This design comes from an exercise in tuning for small area and a short achievable clock period on the open sky130 flow, not from production work. Where RTL was checked, it was by simulation tests only, not by an equivalence proof against the original. The flow treats the clock pin as an ideal source. Dropping or thinning the clock tree relies on that and would not hold on a real chip. No activity file was given, so power comes from the tool's default toggle rates.

Design FIFO, start of the top module:
module FIFO(
    input  wire clk,
    input  wire rstn,
    input  wire wr_en,
    input  wire rd_en,
    input  wire [7:0] data_in,
    output wire full,
    output wire empty,
    output wire [7:0] data_out
 );
    reg [7:0] mem [1:31];
    reg [4:0] tp;        
    reg [4:0] hp;        
    reg       ne_r;      
    reg       full_r;
    reg       one_r;     
    reg       le1_r;     
    reg [3:0] rlo_r;     
    reg [7:0] rhi_r;     
    reg [7:0] out_r;     
    wire empty_r = ~ne_r;
    wire w    = wr_en & ~full_r;
    wire r    = rd_en & ne_r;
    wire [4:0] tp1 = {tp[3:0], tp[4] ^ tp[2]};
    wire [4:0] hp1 = {hp[3:0], hp[4] ^ hp[2]};
    wire two  = (tp == hp1);                      
    wire n31  = (tp1 == hp);                      
    wire       one = one_r;
    wire       hp_inc, le1_nx, one_nx;
    fifo_ctl u_ctl (.wr(wr_en), .rd(rd_en), .e(empty_r), .f(full_r), .one(one),
                    .le1(le1_r), .le1_rd(one | two), .two(two),
                    .hp_inc(hp_inc), .le1_nx(le1_nx), .one_nx(one_nx));
    wire [4:0] hp_nx  = hp_inc ? hp1 : hp;
    wire [3:0] rlo_nx = {4{~le1_nx}} & (hp_inc ? (4'd1 << hp1[1:0]) : (4'd1 << hp[1:0]));
    wire [7:0] rhi_nx = hp_inc ? (8'd1 << hp1[4:2]) : (8'd1 << hp[4:2]);
    wire [31:0] wsel, rsel;
    wire [3:0] wlo_pre = {4{~full_r}} & (4'd1 << tp[1:0]);
    wire [7:0] whi     = 8'd1 << tp[4:2];
    wire [3:0] wlo;
    genvar k;
    generate for (k = 0; k < 4; k = k + 1) begin : wl
  ...
Size in the first run: ~670 cells after synthesis, ~11000 sq um of cells after synthesis.
clock: 5.0 ns
lec_check: 0
cap_margin: 20
core_margin: 2
core_utilization: 50
setup_slack_margin: 3.17
slew_margin: 20
synth_hierarchical: 1
standard.sh (not shown) runs the stock make flow with config.mk's settings and CLKGATE_MAP_FILE= SYNTH_SCRIPT=/design/flow/synth_recipe.tcl, a recipe that flattens the netlist after the stock synthesis.
==> flow/flow/run.sh <==
#!/bin/bash
# The standard layout, with the clock tree built by flow/cts_pre.tcl in
# place of TritonCTS. make's output goes to standard.log; each ORFS step
# keeps its own log under orfs/logs.
set -euo pipefail
export PRE_CTS_TCL="$PWD/flow/cts_pre.tcl"
bash standard.sh PRE_CTS_TCL="$PRE_CTS_TCL" finish > standard.log 2>&1
Other scripts of this flow, unchanged in this note and not shown: flow/flow/clock_tree.tcl, flow/flow/cts_pre.tcl
The baseline passed the timing, design-rule and antenna checks.
Rerun with:
--- a/flow/config.mk
+++ b/flow/config.mk
@@ -7,7 +7,7 @@
 export LEC_CHECK = 0
-export CAP_MARGIN = 20
+export CAP_MARGIN = 5
 export CORE_MARGIN = 2
-export CORE_UTILIZATION = 50
+export CORE_UTILIZATION = 40
 export SETUP_SLACK_MARGIN = 3.17
-export SLEW_MARGIN = 20
+export SLEW_MARGIN = 5
 export SYNTH_HIERARCHICAL = 1
Result:
- power went up by 1.4%
- cell area stays flat
- setup slack gains 0.051 ns
- critical path depth does not change
- register-to-register slack gains 0.15 ns
No run of this note takes its clock network from TritonCTS; it comes from the design's own scripts or RTL.

========
FIFO, a different RTL version from the one above (not shown whole).
Size in the first run: roughly 650 cells after synthesis, ~22 I/O pins.
clock: 5.0 ns
lec_check: 0
cap_margin: 20
core_margin: 2
core_utilization: 40
setup_slack_margin: 3.1
slew_margin: 20
synth_hierarchical: 1
==> flow/flow/cts_pre.tcl <==
# Runs before ORFS's CTS step (PRE_CTS_TCL): builds the clock tree by hand,
# then makes the step's clock_tree_synthesis call a no-op. The clock port
# drives 4 root buffers; each drives the leaf buffers of its quarter of the
# core; each leaf buffer drives a cluster of about 18 flip-flops. The tree
# is balanced: every flip-flop is two buffers from the port.
source [file join [file dirname [info script]] clock_tree.tcl]
build_clock_tree 16 sky130_fd_sc_hd__clkbuf_8 sky130_fd_sc_hd__clkbuf_16 4
rename clock_tree_synthesis orig_clock_tree_synthesis
proc clock_tree_synthesis { args } {
  puts "clock tree built by cts_pre.tcl; skipping clock_tree_synthesis $args"
}
Scripts as last shown in full above: flow/flow/run.sh
Other scripts of this flow, unchanged in this note and not shown: flow/flow/clock_tree.tcl
Then changed:
--- a/flow/flow/cts_pre.tcl
+++ b/flow/flow/cts_pre.tcl
@@ -4 +4 @@
-# core; each leaf buffer drives a cluster of about 18 flip-flops. The tree
+# core; each leaf buffer drives a cluster of about 24 flip-flops. The tree
@@ -7 +7 @@
-build_clock_tree 16 sky130_fd_sc_hd__clkbuf_8 sky130_fd_sc_hd__clkbuf_16 4
+build_clock_tree 12 sky130_fd_sc_hd__clkbuf_16 sky130_fd_sc_hd__clkbuf_16 4
--- a/flow/config.mk
+++ b/flow/config.mk
@@ -11 +11 @@
-export SETUP_SLACK_MARGIN = 3.1
+export SETUP_SLACK_MARGIN = 3.25
The new run produced a clean layout.
Final cell count goes up by 2.9%.
Synthesized cell count does not change.
Global-route usage climbs by 0.12 points.
Routed wire length decreases by 1.3%.
Design area came out higher by 8.4%.
Synthesized area stays the same.
Then changed:
--- a/flow/config.mk
+++ b/flow/config.mk
@@ -11 +11 @@
-export SETUP_SLACK_MARGIN = 3.25
+export SETUP_SLACK_MARGIN = 3.1
Total power goes down by a few percent. Hold slack got worse by 0.026 ns. Utilization goes down by 3.8 points. Synthesized cell count does not change. Worst setup slack got worse by 0.011 ns. Sequential share of layout area goes up by 5.0 points. Global-route usage goes down by 0.27 points. Via count barely changes. Die area does not change.
Then changed:
--- a/flow/config.mk
+++ b/flow/config.mk
@@ -11 +11 @@
-export SETUP_SLACK_MARGIN = 3.1
+export SETUP_SLACK_MARGIN = 3.0
Result: The changed run ran to the end with no violations. Power came out lower by 1.5%. Via count came out lower by 0.63%. Core utilization came out lower by 0.68 points. First-iteration DRC count came out lower by 26%. Wire length came out higher by 0.94%. Cell area came out lower by 1.4%. Fmax came out lower by 2.7%. Area after synthesis is unchanged. Final cell count came out lower by 1.1%. Critical path depth came out higher by 4. Hold slack hardly moves.
No run of this note takes its clock network from TritonCTS; it comes from the design's own scripts or RTL.

========
FIFO, a different RTL version from the one above (not shown whole).
Size in the first run: ~640 cells after synthesis, about 22 I/O pins, ~0.011 mm² of cells after synthesis.
==> flow/config.mk <==
export PLATFORM = sky130hd
export DESIGN_NAME = FIFO
export DESIGN_NICKNAME = FIFO
export VERILOG_FILES = /design/flow/design.v
export SDC_FILE = /design/flow/constraint.sdc
export NUM_CORES = 4
export LEC_CHECK = 0
export CAP_MARGIN = 20
export CORE_MARGIN = 2
export CORE_UTILIZATION = 70
export CTS_BUF_LIST = sky130_fd_sc_hd__clkbuf_16
export CTS_CLUSTER_DIAMETER = 45
export CTS_CLUSTER_SIZE = 25
export PLACE_DENSITY = 0.8
export SETUP_SLACK_MARGIN = 2.95
export SLEW_MARGIN = 20
export SYNTH_HIERARCHICAL = 1
==> flow/constraint.sdc <==
create_clock -name core_clock -period 5.0 [get_ports {clk}]
set_input_delay 1.0000 -clock core_clock [delete_from_list [all_inputs] [get_ports {clk}]]
set_output_delay 1.0000 -clock core_clock [all_outputs]
set_load 0.01 [all_outputs]
run.sh (not shown) runs the stock make flow with config.mk's settings and CLKGATE_MAP_FILE= SYNTH_SCRIPT=/design/flow/synth_recipe.tcl, a recipe that flattens the netlist after the stock synthesis.
Stock flow here: none of the scripts above is used.
The starting point finished clean.
Then changed:
Settings changed: CORE_UTILIZATION 70 to 60, PLACE_DENSITY 0.8 to 0.7.
Result: Sequential share of layout area falls by 1.5 points. Cell count rises by 5.4%. Global-route usage falls by 4.2 points. Clock-buffer cell count rises by 3.
Then changed:
Settings changed: CORE_UTILIZATION 60 to 40, PLACE_DENSITY 0.7 to default.
After rerunning:
- The new run went through all stages and came out clean
- worst setup slack gets better by 0.051 ns
- final area barely changes
- area after synthesis stays the same
- worst hold slack gets worse by 0.0050 ns
- first-iteration DRC count fell by a quarter to a third
- count of clock-buffer cells in the layout rose by 2
- wire length fell slightly
- total power rose slightly
- sequential cell count does not change
- non-clock buffer count fell by 11

========
Another version of the RTL of FIFO (not shown whole).
For scale: roughly 630 cells after synthesis, ~22 I/O pins, about 10000 sq um of cells after synthesis.
Design FIFO, start of the top module:
module FIFO(
    input  wire clk,
    input  wire rstn,
    input  wire wr_en,
    input  wire rd_en,
    input  wire [7:0] data_in,
    output wire full,
    output wire empty,
    output wire [7:0] data_out
 );
    reg [7:0] mem [1:31];
    reg [4:0] tp;        
    reg [4:0] hp;        
    reg       ne_r;      
    reg       full_r;
    reg       one_r;     
    reg       le1_r;     
    reg [3:0] rlo_r;     
    reg [7:0] rhi_r;     
    reg [7:0] out_r;     
    wire empty_r = ~ne_r;
    wire w    = wr_en & ~full_r;
    wire r    = rd_en & ne_r;
    wire [4:0] tp1 = {tp[3:0], tp[4] ^ tp[2]};
    wire [4:0] hp1 = {hp[3:0], hp[4] ^ hp[2]};
    wire two  = (tp == hp1);                      
    wire n31  = (tp1 == hp);                      
    wire       one = one_r;
    wire       hp_inc, le1_nx, one_nx;
    fifo_ctl u_ctl (.wr(wr_en), .rd(rd_en), .e(empty_r), .f(full_r), .one(one),
                    .le1(le1_r), .le1_rd(one | two), .two(two),
                    .hp_inc(hp_inc), .le1_nx(le1_nx), .one_nx(one_nx));
    wire [4:0] hp_nx  = hp_inc ? hp1 : hp;
    wire [3:0] rlo_nx = {4{~le1_nx}} & (hp_inc ? (4'd1 << hp1[1:0]) : (4'd1 << hp[1:0]));
    wire [7:0] rhi_nx = hp_inc ? (8'd1 << hp1[4:2]) : (8'd1 << hp[4:2]);
    wire [31:0] wsel, rsel;
    wire [3:0] wlo_pre = {4{~full_r}} & (4'd1 << tp[1:0]);
    wire [7:0] whi_n   = ~(8'd1 << tp[4:2]);
    wire [3:0] wlo_n;
    genvar k;
    generate for (k = 0; k < 4; k = k + 1) begin : wl
        fifo_nand2 u (.a(wr_en), .b(wlo_pre[k]), .y(wlo_n[k]));
    end
    for (k = 1; k < 32; k = k + 1) begin : ws
        fifo_nor2 u (.a(wlo_n[k % 4]), .b(whi_n[k / 4]), .y(wsel[k]));
    end endgenerate
    assign wsel[0] = 1'b0;
    fifo_and8x4 u_rdec (.lo(rlo_r), .hi(rhi_r), .y(rsel));
    wire [7:0] nhead;
    genvar b;
    generate for (b = 0; b < 8; b = b + 1) begin : bit_
        wire [30:0] d;
        for (k = 1; k < 32; k = k + 1) begin : sl
            assign d[k-1] = mem[k][b];
        end
        fifo_ao31 u_ao (.d(d), .s(rsel[31:1]), .din(data_in[b]), .sdin(le1_r), .y(nhead[b]));
    end endgenerate
    always @(posedge clk or negedge rstn) begin
        if (!rstn) begin
            tp     <= 5'd1;
            hp     <= 5'd1;
  ...
export LEC_CHECK = 0
export CAP_MARGIN = 20
export CORE_MARGIN = 2
export CORE_UTILIZATION = 40
export SETUP_SLACK_MARGIN = 3.1
export SLEW_MARGIN = 20
export SYNTH_HIERARCHICAL = 1
create_clock -name core_clock -period 5.0 [get_ports {clk}]
standard.sh (not shown) runs the stock make flow with config.mk's settings and CLKGATE_MAP_FILE= SYNTH_SCRIPT=/design/flow/synth_recipe.tcl, a recipe that flattens the netlist after the stock synthesis.
==> flow/flow/cts_pre.tcl <==
# Runs before ORFS's CTS step (PRE_CTS_TCL): builds the clock tree by hand,
# then makes the step's clock_tree_synthesis call a no-op. The clock port
# drives 4 root buffers; each drives the leaf buffers of its quarter of the
# core; each leaf buffer drives a cluster of about 24 flip-flops. The tree
# is balanced: every flip-flop is two buffers from the port.
source [file join [file dirname [info script]] clock_tree.tcl]
build_clock_tree 12 sky130_fd_sc_hd__clkbuf_16 sky130_fd_sc_hd__clkbuf_16 4
rename clock_tree_synthesis orig_clock_tree_synthesis
proc clock_tree_synthesis { args } {
  puts "clock tree built by cts_pre.tcl; skipping clock_tree_synthesis $args"
}
Scripts as last shown in full above: flow/flow/run.sh
Other scripts of this flow, unchanged in this note and not shown: flow/flow/clock_tree.tcl
The first run produced a clean layout.
Next try:
==> flow/flow/cts_pre.tcl (replaced) <==
# Runs before ORFS's CTS step (PRE_CTS_TCL): builds the clock tree by hand,
# then makes the step's clock_tree_synthesis call a no-op. The clock port
# drives 4 root buffers; each drives the leaf buffers of its quarter of the
# core; each leaf buffer drives a cluster of about 18 flip-flops. The tree
# is balanced: every flip-flop is two buffers from the port.
source [file join [file dirname [info script]] clock_tree.tcl]
build_clock_tree 16 sky130_fd_sc_hd__clkbuf_8 sky130_fd_sc_hd__clkbuf_16 4
rename clock_tree_synthesis orig_clock_tree_synthesis
proc clock_tree_synthesis { args } {
  puts "clock tree built by cts_pre.tcl; skipping clock_tree_synthesis $args"
}
The changed run finished clean.
Via count shrinks by 0.76%.
Setup slack improves by 0.014 ns.
Power shrinks by 2.5%.
Worst hold slack degrades by 0.035 ns.
Core utilization shrinks by 0.24 points.
Clock power shrinks by about 10%.
Wire length shrinks by 0.67%.
Synthesized area does not change.
No run of this note included a check of the RTL's function; only the layout flow was run. In every run of this note, the design's own scripts or RTL, not TritonCTS, make the clock network.

what the ideal ports hide:
The results above use ideal ports. As a check the final layouts listed here were re-extracted and re-timed, cells and wires unchanged. Step 1: set_driving_cell puts a clkbuf_16 on clk and a buf_2 on each other input, an assumption about the parent block. Step 2, shift: input delay + t, output delay - t, t = (earliest + latest rising clock arrival at the registers) / 2. This alone moves slack from input paths to output paths. Three values: ideal ports, drivers, drivers and shift; two values: the first two.
| run | t (ns) | slack for setup (ns) | slew at the worst register clock pin (ns) | worst slew at a driven data input, ns |
|---|---|---|---|---|
| the first run of note 1 | 0.398 | 3.057 / 3.009 / 2.857 | 0.09 / 0.09 | 0.15 |
| the second run of note 1 | 0.398 | 3.107 / 3.009 / 2.907 | 0.11 / 0.11 | 0.06 |
| the first run of note 2 | 0.401 | 3.066 / 2.962 / 2.795 | 0.11 / 0.11 | 0.10 |
| the second run of note 2 | 0.400 | 3.095 / 2.993 / 2.843 | 0.09 / 0.09 | 0.16 |
| the third run of note 2 | 0.392 | 3.084 / 2.989 / 2.789 | 0.10 / 0.10 | 0.10 |
| the fourth run of note 2 | 0.399 | 3.031 / 2.989 / 2.828 | 0.09 / 0.09 | 0.11 |
| the first run of note 3 | 0.564 | 2.854 / 2.823 / 2.402 | 0.09 / 0.09 | 0.04 |
| the second run of note 3 | 0.585 | 2.851 / 2.838 / 2.415 | 0.09 / 0.09 | 0.03 |
| the third run of note 3 | 0.585 | 2.902 / 2.856 / 2.416 | 0.08 / 0.08 | 0.03 |
| the first run of note 4 | 0.400 | 2.835 / 2.732 / 2.837 | 0.09 / 0.09 | 0.09 |
| the second run of note 4 | 0.394 | 2.849 / 2.748 / 2.797 | 0.11 / 0.11 | 0.09 |
After both steps setup and hold are still met in every run listed. For the third run of note 3, which loses most, drivers alone change the setup slack by -0.046 ns; drivers and shift together by -0.486 ns.
